Background: an optimization exercise with open tools, aiming at small area and a short achievable clock period. Do not read the settings as production practice.
Power is estimated from default activity; no workload was simulated.

Setup of east:
// PE
module PE (
    input  wire               clk,
    input  wire               rst,
    input  wire               en,
    input  wire               mode_residual,
    input  wire signed [15:0] input_data,
    input  wire signed [15:0] weight_data,
    input  wire signed [15:0] residual_data,
    output reg  signed [15:0] output_data,
    output wire               input_sparse,
    output wire               weight_sparse,
    output wire               computation_skipped,
    output reg         [15:0] sparse_count,
    output reg         [15:0] total_count
);
Size in the first run: roughly 680 cells after synthesis, roughly 100 I/O pins, about 7000 µm² of cells after synthesis.
clock: 8.0 ns
lec_check: 0
cap_margin: 20
core_margin: 2
core_utilization: 40
place_density: 0.6
slew_margin: 20
synth_hierarchical: 1
synth_minimum_keep_size: 0
run.sh (not shown) runs the stock make flow with config.mk's settings and CLKGATE_MAP_FILE= SYNTH_SCRIPT=/design/flow/synth_recipe.tcl, a recipe that flattens the netlist after the stock synthesis.
[inputs] north vs east
-- flow/design.v --
<<< east, line 392
    wire [15:0] row0 = {fc103, fc102, fc101, fc100, fc99, fc98, fc97, fs97, fc95, fc94, fc93, fc92, fc91, hc14, acc[1], acc[0]};
    wire [15:0] row1 = {fs104, fs103, fs102, fs101, fs100, fs99, fs98, fc96, fs96, fs95, fs94, fs93, fs92, fs91, hs14, pp_0_0};
    wire [15:0] g0 = row0 & row1;
    wire [15:0] p0 = row0 ^ row1;
    wire G0_1 = g0[1] | (p0[1] & g0[0]);
    wire P0_1 = p0[1] & p0[0];
    wire G0_3 = g0[3] | (p0[3] & g0[2]);
    wire P0_3 = p0[3] & p0[2];
    wire G0_5 = g0[5] | (p0[5] & g0[4]);
    wire P0_5 = p0[5] & p0[4];
    wire G0_7 = g0[7] | (p0[7] & g0[6]);
    wire P0_7 = p0[7] & p0[6];
    wire G0_9 = g0[9] | (p0[9] & g0[8]);
    wire P0_9 = p0[9] & p0[8];
    wire G0_11 = g0[11] | (p0[11] & g0[10]);
    wire P0_11 = p0[11] & p0[10];
    wire G0_13 = g0[13] | (p0[13] & g0[12]);
    wire P0_13 = p0[13] & p0[12];
    wire G1_2 = g0[2] | (p0[2] & G0_1);
    wire P1_2 = p0[2] & P0_1;
    wire G1_3 = G0_3 | (P0_3 & G0_1);
    wire P1_3 = P0_3 & P0_1;
    wire G1_6 = g0[6] | (p0[6] & G0_5);
    wire P1_6 = p0[6] & P0_5;
    wire G1_7 = G0_7 | (P0_7 & G0_5);
    wire P1_7 = P0_7 & P0_5;
    wire G1_10 = g0[10] | (p0[10] & G0_9);
    wire P1_10 = p0[10] & P0_9;
    wire G1_11 = G0_11 | (P0_11 & G0_9);
    wire P1_11 = P0_11 & P0_9;
    wire G1_14 = g0[14] | (p0[14] & G0_13);
    wire P1_14 = p0[14] & P0_13;
    wire G2_4 = g0[4] | (p0[4] & G1_3);
    wire P2_4 = p0[4] & P1_3;
    wire G2_5 = G0_5 | (P0_5 & G1_3);
    wire P2_5 = P0_5 & P1_3;
    wire G2_6 = G1_6 | (P1_6 & G1_3);
    wire P2_6 = P1_6 & P1_3;
    wire G2_7 = G1_7 | (P1_7 & G1_3);
    wire P2_7 = P1_7 & P1_3;
    wire G2_12 = g0[12] | (p0[12] & G1_11);
    wire P2_12 = p0[12] & P1_11;
    wire G2_13 = G0_13 | (P0_13 & G1_11);
    wire P2_13 = P0_13 & P1_11;
    wire G2_14 = G1_14 | (P1_14 & G1_11);
    wire P2_14 = P1_14 & P1_11;
    wire G3_8 = g0[8] | (p0[8] & G2_7);
    wire P3_8 = p0[8] & P2_7;
    wire G3_9 = G0_9 | (P0_9 & G2_7);
    wire P3_9 = P0_9 & P2_7;
    wire G3_10 = G1_10 | (P1_10 & G2_7);
    wire P3_10 = P1_10 & P2_7;
    wire G3_11 = G1_11 | (P1_11 & G2_7);
    wire P3_11 = P1_11 & P2_7;
    wire G3_12 = G2_12 | (P2_12 & G2_7);
    wire P3_12 = P2_12 & P2_7;
    wire G3_13 = G2_13 | (P2_13 & G2_7);
    wire P3_13 = P2_13 & P2_7;
    wire G3_14 = G2_14 | (P2_14 & G2_7);
    wire P3_14 = P2_14 & P2_7;
    wire [15:0] acc_nx = {p0[15] ^ G3_14, p0[14] ^ G3_13, p0[13] ^ G3_12, p0[12] ^ G3_11, p0[11] ^ G3_10, p0[10] ^ G3_9, p0[9] ^ G3_8, p0[8] ^ G2_7, p0[7] ^ G2_6, p0[6] ^ G2_5, p0[5] ^ G2_4, p0[4] ^ G1_3, p0[3] ^ G1_2, p0[2] ^ G0_1, p0[1] ^ g0[0], p0[0]};
    always @(posedge clk or posedge rst) begin
        if (rst) begin
>>> north, line 392
    wire [15:0] row0 = {fc103, fc102, fc101, fc100, fc99, fc98, fc97, fs97, fc95, fc94, fc93, fc92, fc91, hc14, acc[1], acc[0]};
    wire [15:0] row1 = {fs104, fs103, fs102, fs101, fs100, fs99, fs98, fc96, fs96, fs95, fs94, fs93, fs92, fs91, hs14, pp_0_0};
    wire [15:0] acc_nx = row0 + row1;
    always @(posedge clk or posedge rst) begin
        if (rst) begin
- north: register share of total power lower than east
- Diff east -> north: sequential share of layout area saw little to no change; peak clock frequency supported by timing saw an increase; worst setup slack saw an increase; static leakage saw an increase; cell area power density saw an increase.
- Every stage of the flow completed for north, and the final layout passed the timing, DRC and antenna checks.
- Re cell area: east and north aren't equal, and the higher value belongs to north.
- Core area (lower): east
- Of east and north, the higher final period utilization belongs to east.
No run of this note included a check of the RTL's function; only the layout flow was run.

[static timing again, ports no longer ideal]
No port has a modelled driver above. Below, the same layouts with a new extraction and two added sets of constraints. Step 1, drivers: a clkbuf_16 drives clk and a buf_2 each remaining input, both assumed. Step 2, shift: input delay + t, output delay - t, t = (earliest + latest rising clock arrival at the registers) / 2. This alone moves slack from input paths to output paths. a / b / c = no drivers / after step 1 / after step 2; a / b = the first two.
run	t (ns)	setup slack, ns	pins driven straight from the clock port
east	0.364	1.580 / 1.591 / 1.227	1
north	0.366	1.738 / 1.755 / 1.389	1
After both steps setup and hold are still met in every run listed. For east, which loses most, drivers alone change the setup slack by +0.011 ns; drivers and shift together by -0.353 ns.
